Background: an optimization exercise with open tools, aiming at small area, a short achievable clock period and few clock cycles. Do not read the settings as production practice. At most, simulation tests tie the RTL to the original design; equivalence was not proved. Function not checked in runs 2 and 3: the RTL went through the layout flow alone.

## flow/design.v (module list and top-level ports; edited modules follow where they fit)
// module booth_pp: 5 lines
// module csa_fa: 6 lines
// module csa_ha: 6 lines
// module gan_nu: 1417 lines
// module GAN_shared_hw: 200 lines
module GAN_shared_hw (x1, x2, x3, x4,
                     w_l1_11, w_l1_12, w_l1_13, w_l1_14, w_l1_21, w_l1_22, w_l1_23, w_l1_24, w_l1_31, w_l1_32, w_l1_33, w_l1_34, w_l1_41, w_l1_42, w_l1_43, w_l1_44, b_l1_1, b_l1_2, b_l1_3, b_l1_4,
                     w_l2_11, w_l2_12, w_l2_21, w_l2_22, w_l2_31, w_l2_32, w_l2_41, w_l2_42, b_l2_1, b_l2_2,
                     w_l3_11, w_l3_21, b_l3_1,
                     w_l4_11, b_l4_1,
                     w_l5_11, b_l5_1,
                     w_l6_11, w_l6_12, b_l6_1, b_l6_2,
                     w_l7_11, w_l7_12, w_l7_13, w_l7_14, w_l7_21, w_l7_22, w_l7_23, w_l7_24, b_l7_1, b_l7_2, b_l7_3, b_l7_4,
                     w_l8_11, w_l8_12, w_l8_13, w_l8_14, w_l8_21, w_l8_22, w_l8_23, w_l8_24, w_l8_31, w_l8_32, w_l8_33, w_l8_34, w_l8_41, w_l8_42, w_l8_43, w_l8_44, b_l8_1, b_l8_2, b_l8_3, b_l8_4,
                     f1, f2, f3, f4, Done, Start, Reset, Clock);
  // ...
==> flow/flow/run.sh <==
#!/bin/bash
# The standard layout (synthesis included), with the port buffers made
# of the smallest buffer cell.
set -euo pipefail
export BUFFER_PORTS_ARGS="-buffer_cell sky130_fd_sc_hd__buf_1"
bash standard.sh finish > standard_flow.log 2>&1
==> flow/standard.sh <==
#!/bin/bash
# synth_recipe.tcl (not shown) runs the flow's synth.tcl, then flattens the netlist and writes it again
# the make line also repeats each setting of config.mk as NAME=value (left out here)
make -C /OpenROAD-flow-scripts/flow DESIGN_CONFIG=/design/flow/config.mk WORK_HOME=/design/flow/orfs CLKGATE_MAP_FILE= SYNTH_SCRIPT=/design/flow/synth_recipe.tcl "${@:-finish}"
==> flow/config.mk <==
export PLATFORM = sky130hd
export DESIGN_NAME = GAN_shared_hw
export DESIGN_NICKNAME = GAN_shared_hw
export VERILOG_FILES = /design/flow/design.v
export SDC_FILE = /design/flow/constraint.sdc
export NUM_CORES = 4
export LEC_CHECK = 0
export CAP_MARGIN = 20
export CORE_MARGIN = 2
export CORE_UTILIZATION = 60
export CTS_BUF_LIST = sky130_fd_sc_hd__clkbuf_8
export SETUP_SLACK_MARGIN = 5
export SLEW_MARGIN = 60
==> flow/constraint.sdc <==
create_clock -name core_clock -period 12.5 [get_ports {Clock}]
set_input_delay 2.5000 -clock core_clock [delete_from_list [all_inputs] [get_ports {Clock}]]
set_output_delay 2.5000 -clock core_clock [all_outputs]
set_load 0.01 [all_outputs]
==> impl_metrics.toml, run 1 <==
[status]
outcome = "timing/DRC/antenna clean"

[synthesis]
synth_area_um2 = 54400
synth_simple_gate_area_share_pct = 3.82
synth_top_family_by_area = "adder cells"
synth-edff-count = 508
ys.warnings.count = 1
ys_types = 71
synth-main-ff-cell = "edfxtp_1"

[cells_and_area]
stdcell_count = 6731
final_util_pct = 66.8
numSequentialCells = 601
multi_input_area_um2 = 33000
signal_buffers = 807
seq_share_pct = 28.6
areaGrowthSynthToFinish_pct = 10.3

[global_routing]
grt_pass1_wl_um = 282000
overflow = 0

[route]
route.met2.wl_um = 89200
via_count = 42766
viasPerCell = 6.35
wl_met3_um = 18300
maxUsedRoutingLayer = "met5"

[place]
dpl_cell_area_um2 = 57700

[critical_path]
worst-setup-path-type = "flip-flop to flip-flop"
critical_path_required_ns = 12.94
max_stage_delay_ns = 0.59
cp-endpoint = "act2[6]"
cp_cell_sequence = "buf_4 -> a22oi_1 -> xnor2_1 -> fa_1 -> inv_1 -> fa_1 -> inv_1 -> fa_1 -> fa_1 -> fa_1 -> ha_1 -> and3_1 -> and3_1 -> nand4_1 -> a21oi_1 -> a31oi_1 -> o41a_1 -> xnor2_2 -> buf_6 -> nand2b_2 -> o21ai_0"

[sta]
max_freq_ghz = 0.140
tns_ns = 0

[hold_path]
hold_end = "e03[0]"

[floorplan]
dieArea_um2 = 93100
tap_cells = 1176

[cts]
cts_hold_buf = 0
clk_pin_slew_ns = 0.06
Testbench counts, summed over its fixed seeds: cycles 4,160.
==> module GAN_shared_hw, before the edit <==
module GAN_shared_hw (x1, x2, x3, x4,
                     w_l1_11, w_l1_12, w_l1_13, w_l1_14, w_l1_21, w_l1_22, w_l1_23, w_l1_24, w_l1_31, w_l1_32, w_l1_33, w_l1_34, w_l1_41, w_l1_42, w_l1_43, w_l1_44, b_l1_1, b_l1_2, b_l1_3, b_l1_4,
                     w_l2_11, w_l2_12, w_l2_21, w_l2_22, w_l2_31, w_l2_32, w_l2_41, w_l2_42, b_l2_1, b_l2_2,
                     w_l3_11, w_l3_21, b_l3_1,
                     w_l4_11, b_l4_1,
                     w_l5_11, b_l5_1,
                     w_l6_11, w_l6_12, b_l6_1, b_l6_2,
                     w_l7_11, w_l7_12, w_l7_13, w_l7_14, w_l7_21, w_l7_22, w_l7_23, w_l7_24, b_l7_1, b_l7_2, b_l7_3, b_l7_4,
                     w_l8_11, w_l8_12, w_l8_13, w_l8_14, w_l8_21, w_l8_22, w_l8_23, w_l8_24, w_l8_31, w_l8_32, w_l8_33, w_l8_34, w_l8_41, w_l8_42, w_l8_43, w_l8_44, b_l8_1, b_l8_2, b_l8_3, b_l8_4,
                     f1, f2, f3, f4, Done, Start, Reset, Clock);
input Start, Reset, Clock;
input [5:0] x1, x2, x3, x4,
            w_l1_11, w_l1_12, w_l1_13, w_l1_14, w_l1_21, w_l1_22, w_l1_23, w_l1_24, w_l1_31, w_l1_32, w_l1_33, w_l1_34, w_l1_41, w_l1_42, w_l1_43, w_l1_44, b_l1_1, b_l1_2, b_l1_3, b_l1_4,
            w_l2_11, w_l2_12, w_l2_21, w_l2_22, w_l2_31, w_l2_32, w_l2_41, w_l2_42, b_l2_1, b_l2_2,
            w_l3_11, w_l3_21, b_l3_1,
            w_l4_11, b_l4_1,
            w_l5_11, b_l5_1,
            w_l6_11, w_l6_12, b_l6_1, b_l6_2,
            w_l7_11, w_l7_12, w_l7_13, w_l7_14, w_l7_21, w_l7_22, w_l7_23, w_l7_24, b_l7_1, b_l7_2, b_l7_3, b_l7_4,
            w_l8_11, w_l8_12, w_l8_13, w_l8_14, w_l8_21, w_l8_22, w_l8_23, w_l8_24, w_l8_31, w_l8_32, w_l8_33, w_l8_34, w_l8_41, w_l8_42, w_l8_43, w_l8_44, b_l8_1, b_l8_2, b_l8_3, b_l8_4;
output [31:0] f1, f2, f3, f4;
output Done;
wire Start, Reset, Clock;
wire [5:0] x1, x2, x3, x4,
            w_l1_11, w_l1_12, w_l1_13, w_l1_14, w_l1_21, w_l1_22, w_l1_23, w_l1_24, w_l1_31, w_l1_32, w_l1_33, w_l1_34, w_l1_41, w_l1_42, w_l1_43, w_l1_44, b_l1_1, b_l1_2, b_l1_3, b_l1_4,
            w_l2_11, w_l2_12, w_l2_21, w_l2_22, w_l2_31, w_l2_32, w_l2_41, w_l2_42, b_l2_1, b_l2_2,
            w_l3_11, w_l3_21, b_l3_1,
            w_l4_11, b_l4_1,
            w_l5_11, b_l5_1,
            w_l6_11, w_l6_12, b_l6_1, b_l6_2,
            w_l7_11, w_l7_12, w_l7_13, w_l7_14, w_l7_21, w_l7_22, w_l7_23, w_l7_24, b_l7_1, b_l7_2, b_l7_3, b_l7_4,
            w_l8_11, w_l8_12, w_l8_13, w_l8_14, w_l8_21, w_l8_22, w_l8_23, w_l8_24, w_l8_31, w_l8_32, w_l8_33, w_l8_34, w_l8_41, w_l8_42, w_l8_43, w_l8_44, b_l8_1, b_l8_2, b_l8_3, b_l8_4;
wire [31:0] f1, f2, f3, f4;
reg [3:0] cyc;      
reg done_r;
wire idle = (cyc == 4'd0) & ~done_r;
assign Done = done_r;
always @(posedge Clock) begin
  if (!Reset) begin
    cyc <= 4'd0;
    done_r <= 1'b0;
  end else if (idle) begin
    if (Start) cyc <= 4'd1;
  end else if (cyc == 4'd11) begin
    cyc <= 4'd0;
    done_r <= 1'b1;
  end else if (cyc != 4'd0) begin
    cyc <= cyc + 4'd1;
  end
end
reg [5:0] s_w2_11, s_w2_12, s_w2_21, s_w2_22, s_w2_31, s_w2_32, s_w2_41, s_w2_42, s_b2_1, s_b2_2;
reg [5:0] s_w3_11, s_w3_21, s_b3_1, s_w4_11, s_b4_1, s_w5_11, s_b5_1;
reg [5:0] s_w6_11, s_w6_12, s_b6_1, s_b6_2;
reg [5:0] s_w7_11, s_w7_12, s_w7_13, s_w7_14, s_w7_21, s_w7_22, s_w7_23, s_w7_24;
reg [5:0] s_b7_1, s_b7_2, s_b7_3, s_b7_4;
reg [5:0] s_w8_11, s_w8_12, s_w8_13, s_w8_14, s_w8_21, s_w8_22, s_w8_23, s_w8_24;
reg [5:0] s_w8_31, s_w8_32, s_w8_33, s_w8_34, s_w8_41, s_w8_42, s_w8_43, s_w8_44;
reg [5:0] s_b8_1, s_b8_2, s_b8_3, s_b8_4;
always @(posedge Clock) begin
  if (idle) begin
    s_w2_11 <= w_l2_11; s_w2_12 <= w_l2_12; s_w2_21 <= w_l2_21; s_w2_22 <= w_l2_22;
    s_w2_31 <= w_l2_31; s_w2_32 <= w_l2_32; s_w2_41 <= w_l2_41; s_w2_42 <= w_l2_42;
    s_b2_1 <= b_l2_1; s_b2_2 <= b_l2_2;
    s_w3_11 <= w_l3_11; s_w3_21 <= w_l3_21; s_b3_1 <= b_l3_1;
    s_w4_11 <= w_l4_11; s_b4_1 <= b_l4_1; s_w5_11 <= w_l5_11; s_b5_1 <= b_l5_1;
    s_w6_11 <= w_l6_11; s_w6_12 <= w_l6_12; s_b6_1 <= b_l6_1; s_b6_2 <= b_l6_2;
    s_w7_11 <= w_l7_11; s_w7_12 <= w_l7_12; s_w7_13 <= w_l7_13; s_w7_14 <= w_l7_14;
    s_w7_21 <= w_l7_21; s_w7_22 <= w_l7_22; s_w7_23 <= w_l7_23; s_w7_24 <= w_l7_24;
    s_b7_1 <= b_l7_1; s_b7_2 <= b_l7_2; s_b7_3 <= b_l7_3; s_b7_4 <= b_l7_4;
    s_w8_11 <= w_l8_11; s_w8_12 <= w_l8_12; s_w8_13 <= w_l8_13; s_w8_14 <= w_l8_14;
    s_w8_21 <= w_l8_21; s_w8_22 <= w_l8_22; s_w8_23 <= w_l8_23; s_w8_24 <= w_l8_24;
    s_w8_31 <= w_l8_31; s_w8_32 <= w_l8_32; s_w8_33 <= w_l8_33; s_w8_34 <= w_l8_34;
    s_w8_41 <= w_l8_41; s_w8_42 <= w_l8_42; s_w8_43 <= w_l8_43; s_w8_44 <= w_l8_44;
    s_b8_1 <= b_l8_1; s_b8_2 <= b_l8_2; s_b8_3 <= b_l8_3; s_b8_4 <= b_l8_4;
  end
end
reg [5:0] n00, n01, n02, n03, nb0, n10, n11, n12, n13, nb1;
always @(*) begin
  case (cyc)
    4'd1: begin  
      n00 = w_l1_13; n01 = w_l1_23; n02 = w_l1_33; n03 = w_l1_43; nb0 = b_l1_3;
      n10 = w_l1_14; n11 = w_l1_24; n12 = w_l1_34; n13 = w_l1_44; nb1 = b_l1_4;
    end
    4'd2: begin  
      n00 = s_w2_11; n01 = s_w2_21; n02 = s_w2_31; n03 = s_w2_41; nb0 = s_b2_1;
      n10 = s_w2_12; n11 = s_w2_22; n12 = s_w2_32; n13 = s_w2_42; nb1 = s_b2_2;
    end
    4'd3: begin  
      n00 = s_w3_11; n01 = s_w3_21; n02 = s_w8_31; n03 = s_w8_41; nb0 = s_b3_1;
      n10 = s_w6_12; n11 = s_w7_22; n12 = s_w8_32; n13 = s_w8_42; nb1 = s_b6_2;
    end
    4'd4: begin  
      n00 = s_w4_11; n01 = s_w7_21; n02 = s_w8_31; n03 = s_w8_41; nb0 = s_b4_1;
      n10 = s_w6_12; n11 = s_w7_22; n12 = s_w8_32; n13 = s_w8_42; nb1 = s_b6_2;
    end
    4'd5: begin  
      n00 = s_w5_11; n01 = s_w7_21; n02 = s_w8_31; n03 = s_w8_41; nb0 = s_b5_1;
      n10 = s_w6_12; n11 = s_w7_22; n12 = s_w8_32; n13 = s_w8_42; nb1 = s_b6_2;
    end
    4'd6: begin  
      n00 = s_w6_11; n01 = s_w7_21; n02 = s_w8_31; n03 = s_w8_41; nb0 = s_b6_1;
      n10 = s_w6_12; n11 = s_w7_22; n12 = s_w8_32; n13 = s_w8_42; nb1 = s_b6_2;
    end
    4'd7: begin  
      n00 = s_w7_11; n01 = s_w7_21; n02 = s_w8_31; n03 = s_w8_41; nb0 = s_b7_1;
      n10 = s_w7_12; n11 = s_w7_22; n12 = s_w8_32; n13 = s_w8_42; nb1 = s_b7_2;
    end
    4'd8: begin  
      n00 = s_w7_13; n01 = s_w7_23; n02 = s_w8_31; n03 = s_w8_41; nb0 = s_b7_3;
      n10 = s_w7_14; n11 = s_w7_24; n12 = s_w8_32; n13 = s_w8_42; nb1 = s_b7_4;
    end
    4'd9: begin  
      n00 = s_w8_11; n01 = s_w8_21; n02 = s_w8_31; n03 = s_w8_41; nb0 = s_b8_1;
      n10 = s_w8_12; n11 = s_w8_22; n12 = s_w8_32; n13 = s_w8_42; nb1 = s_b8_2;
    end
    4'd10: begin  
      n00 = s_w8_13; n01 = s_w8_23; n02 = s_w8_33; n03 = s_w8_43; nb0 = s_b8_3;
      n10 = s_w8_14; n11 = s_w8_24; n12 = s_w8_34; n13 = s_w8_44; nb1 = s_b8_4;
    end
    default: begin  
      n00 = w_l1_11; n01 = w_l1_21; n02 = w_l1_31; n03 = w_l1_41; nb0 = b_l1_1;
      n10 = w_l1_12; n11 = w_l1_22; n12 = w_l1_32; n13 = w_l1_42; nb1 = b_l1_2;
    end
  endcase
end
function [8:0] benc;
  input [5:0] w;
  reg [6:0] x;
  integer d;
  begin
    x = {w, 1'b0};
    for (d = 0; d < 3; d = d + 1) begin
      benc[d]     = x[2*d+1] ^ x[2*d];
      benc[3 + d] = (x[2*d+2] & ~x[2*d+1] & ~x[2*d]) | (~x[2*d+2] & x[2*d+1] & x[2*d]);
      benc[6 + d] = x[2*d+2];
    end
  end
endfunction
function [7:0] negs;
  input [8:0] e;
  begin
    negs = {7'd0, e[6]} + {5'd0, e[7], 2'd0} + {3'd0, e[8], 4'd0};
  end
endfunction
wire [8:0] q00 = benc(n00), q01 = benc(n01), q02 = benc(n02), q03 = benc(n03);
wire [8:0] q10 = benc(n10), q11 = benc(n11), q12 = benc(n12), q13 = benc(n13);
wire [7:0] qk0 = {{2{nb0[5]}}, nb0} + negs(q00) + negs(q01) + negs(q02) + negs(q03);
wire [7:0] qk1 = {{2{nb1[5]}}, nb1} + negs(q10) + negs(q11) + negs(q12) + negs(q13);
reg [8:0] e00, e01, e02, e03, e10, e11, e12, e13;
reg [7:0] k0, k1;
always @(posedge Clock) begin
  e00 <= q00; e01 <= q01; e02 <= q02; e03 <= q03;
  e10 <= q10; e11 <= q11; e12 <= q12; e13 <= q13;
  k0 <= qk0; k1 <= qk1;
end
reg [31:0] act0, act1, act2, act3;
reg [30:0] o0, o1;
wire [30:0] r0, r1;
gan_nu NU0 (.a0(act0), .a1(act1), .a2(act2), .a3(act3),
            .e0(e00), .e1(e01), .e2(e02), .e3(e03), .k(k0), .r(r0));
gan_nu NU1 (.a0(act0), .a1(act1), .a2(act2), .a3(act3),
            .e0(e10), .e1(e11), .e2(e12), .e3(e13), .k(k1), .r(r1));
always @(posedge Clock) begin
  if (idle) begin
    act0 <= {{26{x1[5]}}, x1};
    act1 <= {{26{x2[5]}}, x2};
    act2 <= {{26{x3[5]}}, x3};
    act3 <= {{26{x4[5]}}, x4};
  end else begin
    case (cyc)
      4'd2, 4'd9: begin
        act0 <= {1'b0, o0}; act1 <= {1'b0, o1}; act2 <= {1'b0, r0}; act3 <= {1'b0, r1};
      end
      4'd3: begin
        act0 <= {1'b0, r0}; act1 <= {1'b0, r1}; act2 <= 32'd0; act3 <= 32'd0;
      end
      4'd4: begin
        act0 <= {1'b0, r0}; act1 <= 32'd0;
      end
      4'd5, 4'd6: begin
        act0 <= {1'b0, r0};
      end
      4'd7, 4'd11: begin
        act0 <= {1'b0, r0}; act1 <= {1'b0, r1};
      end
      default: ;
    endcase
  end
end
always @(posedge Clock) begin
  if (cyc == 4'd1 || cyc == 4'd8 || cyc == 4'd10) begin
    o0 <= r0;
    o1 <= r1;
  end
end
assign f1 = {1'b0, o0};
assign f2 = {1'b0, o1};
assign f3 = act0;
assign f4 = act1;
endmodule
==> run 2: changes to the inputs <==
--- a/flow/design.v
+++ b/flow/design.v
@@ -14,17 +14,17 @@
 output s, co;
 assign s = a ^ b;
 assign co = a & b;
 endmodule
 module gan_nu (a0, a1, a2, a3, e0, e1, e2, e3, k, r);
 input [31:0] a0, a1, a2, a3;
 input [8:0] e0, e1, e2, e3;
 input [7:0] k;
-output [30:0] r;
+output [31:0] r;
 wire [31:0] pp0_0;
 booth_pp b0_0_0 (.one(e0[0]), .two(e0[3]), .neg(e0[6]), .a(a0[0]), .am1(1'b0), .pp(pp0_0[0]));
 booth_pp b0_0_1 (.one(e0[0]), .two(e0[3]), .neg(e0[6]), .a(a0[1]), .am1(a0[0]), .pp(pp0_0[1]));
 booth_pp b0_0_2 (.one(e0[0]), .two(e0[3]), .neg(e0[6]), .a(a0[2]), .am1(a0[1]), .pp(pp0_0[2]));
 booth_pp b0_0_3 (.one(e0[0]), .two(e0[3]), .neg(e0[6]), .a(a0[3]), .am1(a0[2]), .pp(pp0_0[3]));
 booth_pp b0_0_4 (.one(e0[0]), .two(e0[3]), .neg(e0[6]), .a(a0[4]), .am1(a0[3]), .pp(pp0_0[4]));
 booth_pp b0_0_5 (.one(e0[0]), .two(e0[3]), .neg(e0[6]), .a(a0[5]), .am1(a0[4]), .pp(pp0_0[5]));
 booth_pp b0_0_6 (.one(e0[0]), .two(e0[3]), .neg(e0[6]), .a(a0[6]), .am1(a0[5]), .pp(pp0_0[6]));
@@ -1424,18 +1424,17 @@
 assign s0[28] = t641;
 assign s1[28] = t640;
 assign s0[29] = t643;
 assign s1[29] = t642;
 assign s0[30] = t645;
 assign s1[30] = t644;
 assign s0[31] = t647;
 assign s1[31] = t646;
-wire [31:0] sum = s0 + s1;
-assign r = sum[31] ? 31'd0 : sum[30:0];
+assign r = s0 + s1;
 endmodule
 module GAN_shared_hw (x1, x2, x3, x4,
                      w_l1_11, w_l1_12, w_l1_13, w_l1_14, w_l1_21, w_l1_22, w_l1_23, w_l1_24, w_l1_31, w_l1_32, w_l1_33, w_l1_34, w_l1_41, w_l1_42, w_l1_43, w_l1_44, b_l1_1, b_l1_2, b_l1_3, b_l1_4,
                      w_l2_11, w_l2_12, w_l2_21, w_l2_22, w_l2_31, w_l2_32, w_l2_41, w_l2_42, b_l2_1, b_l2_2,
                      w_l3_11, w_l3_21, b_l3_1,
                      w_l4_11, b_l4_1,
                      w_l5_11, b_l5_1,
                      w_l6_11, w_l6_12, b_l6_1, b_l6_2,
@@ -1577,58 +1576,71 @@
   end
 endfunction
 wire [8:0] q00 = benc(n00), q01 = benc(n01), q02 = benc(n02), q03 = benc(n03);
 wire [8:0] q10 = benc(n10), q11 = benc(n11), q12 = benc(n12), q13 = benc(n13);
 wire [7:0] qk0 = {{2{nb0[5]}}, nb0} + negs(q00) + negs(q01) + negs(q02) + negs(q03);
 wire [7:0] qk1 = {{2{nb1[5]}}, nb1} + negs(q10) + negs(q11) + negs(q12) + negs(q13);
 reg [8:0] e00, e01, e02, e03, e10, e11, e12, e13;
 reg [7:0] k0, k1;
+reg rmode;    
 always @(posedge Clock) begin
   e00 <= q00; e01 <= q01; e02 <= q02; e03 <= q03;
   e10 <= q10; e11 <= q11; e12 <= q12; e13 <= q13;
   k0 <= qk0; k1 <= qk1;
+  if (idle) rmode <= 1'b0;
+  else if (cyc == 4'd2) rmode <= 1'b1;
 end
-reg [31:0] act0, act1, act2, act3;
-reg [30:0] o0, o1;
-wire [30:0] r0, r1;
+wire [31:0] act0, act1, act2, act3;
+wire z0 = rmode & act0[31], z1 = rmode & act1[31], z2 = rmode & act2[31], z3 = rmode & act3[31];
+wire [8:0] d00 = {e00[8:6], e00[5:0] & {6{~z0}}}, d01 = {e01[8:6], e01[5:0] & {6{~z1}}};
+wire [8:0] d02 = {e02[8:6], e02[5:0] & {6{~z2}}}, d03 = {e03[8:6], e03[5:0] & {6{~z3}}};
+wire [8:0] d10 = {e10[8:6], e10[5:0] & {6{~z0}}}, d11 = {e11[8:6], e11[5:0] & {6{~z1}}};
+wire [8:0] d12 = {e12[8:6], e12[5:0] & {6{~z2}}}, d13 = {e13[8:6], e13[5:0] & {6{~z3}}};
+reg [31:0] a0_r, a1_r, a2_r, a3_r;
+reg [31:0] o0, o1;
+wire [31:0] r0, r1;
+assign act0 = a0_r;
+assign act1 = a1_r;
+assign act2 = a2_r;
+assign act3 = a3_r;
 gan_nu NU0 (.a0(act0), .a1(act1), .a2(act2), .a3(act3),
-            .e0(e00), .e1(e01), .e2(e02), .e3(e03), .k(k0), .r(r0));
+            .e0(d00), .e1(d01), .e2(d02), .e3(d03), .k(k0), .r(r0));
 gan_nu NU1 (.a0(act0), .a1(act1), .a2(act2), .a3(act3),
-            .e0(e10), .e1(e11), .e2(e12), .e3(e13), .k(k1), .r(r1));
+            .e0(d10), .e1(d11), .e2(d12), .e3(d13), .k(k1), .r(r1));
 always @(posedge Clock) begin
   if (idle) begin
-    act0 <= {{26{x1[5]}}, x1};
-    act1 <= {{26{x2[5]}}, x2};
-    act2 <= {{26{x3[5]}}, x3};
-    act3 <= {{26{x4[5]}}, x4};
+    a0_r <= {{26{x1[5]}}, x1};
+    a1_r <= {{26{x2[5]}}, x2};
+    a2_r <= {{26{x3[5]}}, x3};
+    a3_r <= {{26{x4[5]}}, x4};
   end else begin
     case (cyc)
       4'd2, 4'd9: begin
-        act0 <= {1'b0, o0}; act1 <= {1'b0, o1}; act2 <= {1'b0, r0}; act3 <= {1'b0, r1};
+        a0_r <= o0; a1_r <= o1; a2_r <= r0; a3_r <= r1;
       end
       4'd3: begin
-        act0 <= {1'b0, r0}; act1 <= {1'b0, r1}; act2 <= 32'd0; act3 <= 32'd0;
+        a0_r <= r0; a1_r <= r1; a2_r <= 32'd0; a3_r <= 32'd0;
       end
       4'd4: begin
-        act0 <= {1'b0, r0}; act1 <= 32'd0;
+        a0_r <= r0; a1_r <= 32'd0;
       end
       4'd5, 4'd6: begin
-        act0 <= {1'b0, r0};
+        a0_r <= r0;
       end
       4'd7, 4'd11: begin
-        act0 <= {1'b0, r0}; act1 <= {1'b0, r1};
+        a0_r <= r0; a1_r <= r1;
       end
       default: ;
     endcase
   end
 end
 always @(posedge Clock) begin
   if (cyc == 4'd1 || cyc == 4'd8 || cyc == 4'd10) begin
     o0 <= r0;
     o1 <= r1;
   end
 end
-assign f1 = {1'b0, o0};
-assign f2 = {1'b0, o1};
-assign f3 = act0;
-assign f4 = act1;
+assign f1 = {1'b0, o0[30:0] & {31{~o0[31]}}};
+assign f2 = {1'b0, o1[30:0] & {31{~o1[31]}}};
+assign f3 = {1'b0, act0[30:0] & {31{~act0[31]}}};
+assign f4 = {1'b0, act1[30:0] & {31{~act1[31]}}};
 endmodule
==> flow/run.sh (new file) <==
#!/bin/bash
# synth_recipe.tcl (not shown) runs the flow's synth.tcl, then flattens the netlist and writes it again
# the make line also repeats each setting of config.mk as NAME=value (left out here)
make -C /OpenROAD-flow-scripts/flow DESIGN_CONFIG=/design/flow/config.mk WORK_HOME=/design/flow/orfs CLKGATE_MAP_FILE= SYNTH_SCRIPT=/design/flow/synth_recipe.tcl finish
==> flow/config.mk (replaced) <==
export PLATFORM = sky130hd
export DESIGN_NAME = GAN_shared_hw
export DESIGN_NICKNAME = GAN_shared_hw
export VERILOG_FILES = /design/flow/design.v
export SDC_FILE = /design/flow/constraint.sdc
export NUM_CORES = 4
export LEC_CHECK = 0
export CAP_MARGIN = 20
export CORE_MARGIN = 2
export CORE_UTILIZATION = 40
export SETUP_SLACK_MARGIN = 5
export SLEW_MARGIN = 60
removed: flow/flow/run.sh
removed: flow/standard.sh
==> run 2 against run 1 <==
  * Synthesized area rose by 1.0%
  * Non-clock buffer count rose by 73
  * Maximum frequency fell by 2.8%
  * Critical path type unchanged
  * Via count rose by 1.0%
  * Largest cell class unchanged
  * First-iteration DRC count fell by 12%
  * Clock skew fell by 0.037 ns
  * Die area rose by 51%
  * Worst setup slack got worse by 0.21 ns
  * Core utilization fell by 18 points
  * Worst hold slack improved by 0.0053 ns
==> impl_metrics.toml, run 2 <==
[synthesis]
synth-edff-count = 510
yosys-top-cells-count = "a22oi_1 (799), inv_1 (628), fa_1 (620)"
synth-main-ff-cell = "edfxtp_1"
ys.warnings.count = 1
netlist_instances = 5179
yosysSeqAreaShare_pct = 31.3
synth_largest_area_cell = "edfxtp_1"
synth_most_common_cell = "a22oi_1"
async_flop_share_pct = 0
synth_top_area_share_pct = 27.9
syn_avg_cell_area_um2 = 10.6
synth-seq-cells = 604
yosys-top-cells-area = "edfxtp_1 (28%), fa_1 (23%), a22oi_1 (11%)"
synth_area_um2 = 55000
ys_types = 65

[sta]
rsz0062_at_grt = "false"
tightest_slew_ns = 0.628
drv_slew = 0
finalSetupViolations = 0
min_period_over_period_pct = 58.6
final_hold_viol_count = 0
slew_headroom_pct = 58.1
period_needed_ns = 7.33
clock_skew_ns = 0.0362
max_freq_ghz = 0.136
tns_ns = 0

[critical_path]
max_stage_delay_ns = 0.63
critPathBufInv = 4
critPathArrivalTime_ns = 7.74
worstSetupStartpoint = "a0_r[31]"
rr_endpoint = "a1_r[20]"
worst-setup-path-type = "flip-flop to flip-flop"
cp_cell_sequence = "nand2_4 -> and2_1 -> buf_6 -> a22oi_1 -> xor2_1 -> fa_1 -> inv_1 -> fa_1 -> fa_1 -> fa_1 -> inv_1 -> fa_1 -> inv_1 -> ha_1 -> or4_1 -> o32a_4 -> a21oi_4 -> o211ai_1 -> a31o_2 -> a21oi_1 -> xnor2_2 -> a221o_1"
slowest_stage = "fa_1"
crit_path_frequent_cell = "fa_1"
end_kind = "flip-flop"
cp-start-kind = "flip-flop"
ff2ff_setup_slack_ns = 5.17
worst-path-max-fanout = 28
critical_path_required_ns = 12.91
r2r_cells = 22
timing.rr.start = "a0_r[31]"
critPathTopFamily = "adder cells"

[run]
max-cap-violations = 0

[cells_and_area]
fillers = 12527
nNetsFinal = 6858
final_common_cell = "a22oi_1"
drive_gt1_share_pct = 8.22
mostFrequentLayoutCells = "a22oi_1 (799), inv_1 (628), fa_1 (620), clkdlybuf4s50_1 (589), edfxtp_1 (510)"
areaGrowthSynthToFinish_pct = 21.2
stdcell_count = 7514

[route]
viasPerCell = 5.75
ant_nets = 0
drc = 0
routed_wl_um = 210000
drt-wirelength-per-cell_um = 28.0
firstDrtPassIters = 9
via_count = 43213
drt_iter0_markers = 4814

[place]
port_buffers = 589
dp_cells = 7362
globalplace.congestion = 0.922
hpwl_um = 164000

[global_routing]
grt_pass1_vias = 43740
gr-usage-all-layers_pct = 29.6
overflow = 0
grt_pass1_wl_um = 304000
grt_antenna_before_repair = 22
grt_max_degree = 73

[floorplan]
io_pins = 594
dieArea_um2 = 140000
die_h_um = 375
row_count = 136
die_w_um = 375
initial_utilization_pct = 40.1
coreArea_um2 = 137000

[status]
outcome = "timing/DRC/antenna clean"

[cts]
cts_root_buffer = "clkbuf_16"
clk_pin_slew_ns = 0.06
insertion_delay_ns = 0.67
clock_path_buffers = 3
cts_max_level = 3
cts_tree = "done"
clkSinkCount = 604
numCtsBuffers = 67

[hold_path]
worstHoldStart = "s_w8_31[5]"
hold_end = "e02[8]"
min_path_type = "flip-flop to flip-flop"
holdPathStages = 1
run 2: cell types whose count changed after synthesis, moves of 20 or more:
cell / change
buf_4: -62
nand2_1: +123
buf_1: -29
o21ai_0: -105
nor2_1: -45
inv_1: +33
a21oi_1: -48
and2_1: +39
clkbuf_1: +57
nor2b_1: +115
a22o_1: +20
a221o_1: +36
run 2: cells by family after synthesis:
kind of cell | count (synthesis) | share of synthesized area (%)
DFF | 604 | 31.3
xor gates and xnor gates | 852 | 13.6
and+or+nand+nor | 661 | 5.81
muxes | 3 | 0.0546
buffers and inverters | 1105 | 7.65
adders and majority gates | 738 | 25.3
other | 1 | 0.00682
AOI/OAI and AO/OA | 1215 | 16.4
run 2: final cells by class:
type	count	area, um2	area share (%)
Multi-Input combinational cell	3473	34000	51.0
Timing Repair Buffer	880	8500	12.8
Clock buffer	78	1750	2.63
Tap cell	1794	2240	3.37
Antenna cell	13	32.5	0.0488
Clock inverter	43	551	0.826
Inverter	629	2370	3.56
Sequential cell	604	17200	25.8
run 2: worst max path at each step:
stage | endpoint | slack (ns) | cells past startpoint
final | a1_r[20] | 5.17 | 22
after global routing | a1_r[31] | 4.99 | 22
after CTS | a1_r[31] | 5.00 | 21
after detailed placement | a1_r[31] | 4.53 | 21
after global placement | a2_r[30] | 4.38 | 25
after floorplan | a1_r[31] | 5.30 | 25
run 2: routing by layer:
layer  global-route usage, %  routed length (um)
met1                    36.3               77400
met2                    49.4              102000
met3                    5.04               16700
met4                    16.5               13900
met5                       0                 103
run 2: repair_timing:
action | in CTS | in global routing
gates resized for setup | 15 | 55
hold buffers | 0 | 0
pin swaps | 0 | 4
buffers inserted | 2 | 7
setup endpoints to repair | 35 | 35
run 2: per-stage QoR:
step / area [um2] / setup slack (ns) / util (%) / hold WS, ns
final: 66600 / 5.17 / 48.6 / 0.537
after global routing: 66600 / 4.99 / 48.6 / 0.556
after CTS: 66100 / 5.00 / 48.3 / 0.528
after detailed placement: 63700 / 4.53 / 46.5 / 0.520
after global placement: 62300 / 4.38 / 45.5 / 0.513
after floorplan: 55000 / 5.30 / - / 0.467
==> run 3: changes to the inputs <==
==> flow/flow/run.sh (new file) <==
#!/bin/bash
# The standard layout (synthesis included), with the port buffers made
# of the smallest buffer cell.
set -euo pipefail
export BUFFER_PORTS_ARGS="-buffer_cell sky130_fd_sc_hd__buf_1"
bash standard.sh finish > standard_flow.log 2>&1
==> flow/standard.sh (new file) <==
#!/bin/bash
# synth_recipe.tcl (not shown) runs the flow's synth.tcl, then flattens the netlist and writes it again
# the make line also repeats each setting of config.mk as NAME=value (left out here)
make -C /OpenROAD-flow-scripts/flow DESIGN_CONFIG=/design/flow/config.mk WORK_HOME=/design/flow/orfs CLKGATE_MAP_FILE= SYNTH_SCRIPT=/design/flow/synth_recipe.tcl "${@:-finish}"
removed: flow/run.sh
==> run 3 against run 2 <==
  * Still clean on timing, DRC and antenna
  * Final cell count is 0.21% lower
  * Cell area shrank 5.7%
  * Maximum frequency rose by 0.35%
  * Clock-buffer cell count rose by 9
  * Via count decreased by 0.15%
  * First-iteration DRC count fell by 7.1%
  * Largest cell class unchanged
==> impl_metrics.toml, run 3 <==
[status]
outcome = "timing/DRC/antenna clean"

[place]
hpwl_um = 162000
globalplace.congestion = 0.917
dp_cells = 7355
port_buffers = 589

[global_routing]
gr-usage-all-layers_pct = 29.2
grt_antenna_before_repair = 14
grt_max_degree = 71
overflow = 0
grt_pass1_wl_um = 301000
grt_pass1_vias = 43808

[cts]
cts_hold_buf = 0
insertion_delay_ns = 0.70
cts_root_buffer = "clkbuf_16"
cts_max_level = 3
numCtsBuffers = 67
cts_tree = "done"
clkSinkCount = 604
clock_path_buffers = 3
clk_pin_slew_ns = 0.06

[route]
drt-wirelength-per-cell_um = 27.7
drt_iter0_markers = 4470
via_count = 43148
drc = 0
firstDrtPassIters = 6
viasPerCell = 5.75
routed_wl_um = 208000
ant_nets = 0

[floorplan]
coreArea_um2 = 137000
die_h_um = 375
io_pins = 594
initial_utilization_pct = 40.1
die_w_um = 375
dieArea_um2 = 140000
row_count = 136

[synthesis]
synth_top_area_share_pct = 27.9
synth-main-ff-cell = "edfxtp_1"
yosys-top-cells-count = "a22oi_1 (799), inv_1 (628), fa_1 (620)"
ys.warnings.count = 1
synth_area_um2 = 55000
syn_avg_cell_area_um2 = 10.6
ys_types = 65
synth-edff-count = 510
synth-seq-cells = 604
netlist_instances = 5179
yosys-top-cells-area = "edfxtp_1 (28%), fa_1 (23%), a22oi_1 (11%)"
yosysSeqAreaShare_pct = 31.3
synth_largest_area_cell = "edfxtp_1"
synth_most_common_cell = "a22oi_1"
async_flop_share_pct = 0

[cells_and_area]
final_common_cell = "a22oi_1"
seqCellArea_um2 = 17200
nNetsFinal = 6848
fillers = 12868
stdcell_count = 7498
multi_input_area_um2 = 34000
drive_gt1_share_pct = 8.13
areaGrowthSynthToFinish_pct = 14.2
mostFrequentLayoutCells = "a22oi_1 (797), inv_1 (628), fa_1 (620), buf_1 (591), edfxtp_1 (510)"
final_util_pct = 45.8

[critical_path]
rr_endpoint = "a1_r[31]"
critical_path_required_ns = 12.89
timing.rr.start = "a2_r[31]"
cp-endpoint = "a1_r[31]"
cp-start-kind = "flip-flop"
critPathArrivalTime_ns = 7.69
end_kind = "flip-flop"
ff2ff_setup_slack_ns = 5.20
r2r_cells = 22
worstSetupStartpoint = "a2_r[31]"
worst-setup-path-type = "flip-flop to flip-flop"
worst-path-max-fanout = 32

[sta]
slew_headroom_pct = 58.0
final_hold_viol_count = 0
min_period_over_period_pct = 58.4
tns_ns = 0
tightest_slew_ns = 0.627
drv_slew = 0
rsz0062_at_grt = "false"
finalSetupViolations = 0
clock_skew_ns = 0.0681
max_freq_ghz = 0.137
period_needed_ns = 7.30

[run]
max-cap-violations = 0

[hold_path]
min_path_type = "flip-flop to flip-flop"
[run 3: metrics by stage]
step / setup slack (ns) / hold slack (ns) / instance area, um2
CTS: 4.99 / 0.530 / 62300
global placement: 4.28 / 0.507 / 58600
floorplan: 5.30 / 0.467 / 55000
global route: 4.98 / 0.557 / 62800
detailed placement: 4.41 / 0.510 / 60000
finish: 5.20 / 0.526 / 62800
[run 3: how the worst min path moves through the flow]
stage / from / end / slack (ns) / depth (start not counted)
final: s_w8_31[5] / e02[8] / 0.53 / 1
after global routing: s_w8_31[5] / e02[8] / 0.56 / 1
after CTS: s_w8_31[5] / e02[8] / 0.53 / 1
after detailed placement: s_w8_31[5] / e02[8] / 0.51 / 1
after global placement: s_w8_31[5] / e02[8] / 0.51 / 1
after floorplan: s_w5_11[0] / e00[0] / 0.47 / 2
[run 3: repair_timing]
| action | 4_1_cts | 5_1_grt |
|---|---|---|
| hold endpoints to repair | 0 | 0 |
| setup endpoints to repair | 47 | 38 |
| pin swaps | 0 | 3 |
| buffers inserted | 2 | 7 |
| gates cloned | 0 | 1 |
| resized for setup | 20 | 67 |
[run 3: kinds of logic after synthesis]
family,count (synthesis),share of synthesized area (%)
AOI/OAI and AO/OA,1215,16.4
other,1,0.00682
DFF,604,31.3
muxes,3,0.0546
and+or+nand+nor,661,5.81
adders and majority gates,738,25.3
xor gates and xnor gates,852,13.6
buffers and inverters,1105,7.65
[run 3: critical path, cell delays in order, from the launching register on]
cell      delay, ns
edfxtp_1       0.55
nand2_4        0.20
and2_1         0.17
buf_8          0.24
a22oi_1        0.13
xnor2_1        0.19
fa_1           0.56
inv_1          0.06
fa_1           0.54
inv_1          0.05
fa_1           0.50
fa_1           0.64
fa_1           0.44
ha_2           0.40
nand4_1        0.18
or3_1          0.44
or3_4          0.43
a211oi_4       0.30
nor2_1         0.14
o211ai_1       0.21
a21oi_1        0.11
xnor2_1        0.17
a221o_1        0.34
[run 3: cell type report]
class,count,area share (%)
Antenna cell,8,0.0319
Clock buffer,87,2.81
Clock inverter,33,0.634
Inverter,629,3.77
Multi-Input combinational cell,3473,54.2
Sequential cell,604,27.4
Tap cell,1794,3.57
Timing Repair Buffer,870,7.61
[run 3: per-layer routing]
| layer | track usage, % | vias up | part of all wire [%] |
|---|---|---|---|
| met5 | 0 | - | 0.063 |
| met4 | 17.5 | 18 | 7.2 |
| met3 | 5.42 | 560 | 8.0 |
| met2 | 48.1 | 2516 | 48 |
| met1 | 35.5 | 21499 | 37 |
| li1 | - | 18555 | - |

-- static timing again, ports no longer ideal --
No port has a modelled driver above. Below, the same layouts with a new extraction and two added sets of constraints.
Step 1 (the two cells are an assumption about what drives the block):
set clk [get_ports {Clock}]
set_driving_cell -lib_cell sky130_fd_sc_hd__clkbuf_16 $clk
set_driving_cell -lib_cell sky130_fd_sc_hd__buf_2 [delete_from_list [all_inputs] $clk]
Step 2, shift: input delay + t, output delay - t, t = (earliest + latest rising clock arrival at the registers) / 2. This alone moves slack from input paths to output paths.
a / b / c = ideal ports / drivers / drivers and shift; a / b = the first two.
| run | shift t [ns] | setup WS [ns] | worst setup path at the end | slew at the worst register clock pin (ns) |
|---|---|---|---|---|
| run 1 | 0.833 | 5.378 / 5.378 / 5.378 | register to register | 0.09 / 0.09 |
| run 2 | 0.734 | 5.171 / 5.171 / 5.171 | register to register | 0.06 / 0.06 |
| run 3 | 0.743 | 5.197 / 5.197 / 5.197 | register to register | 0.07 / 0.07 |
After both steps setup and hold are still met in every run listed.
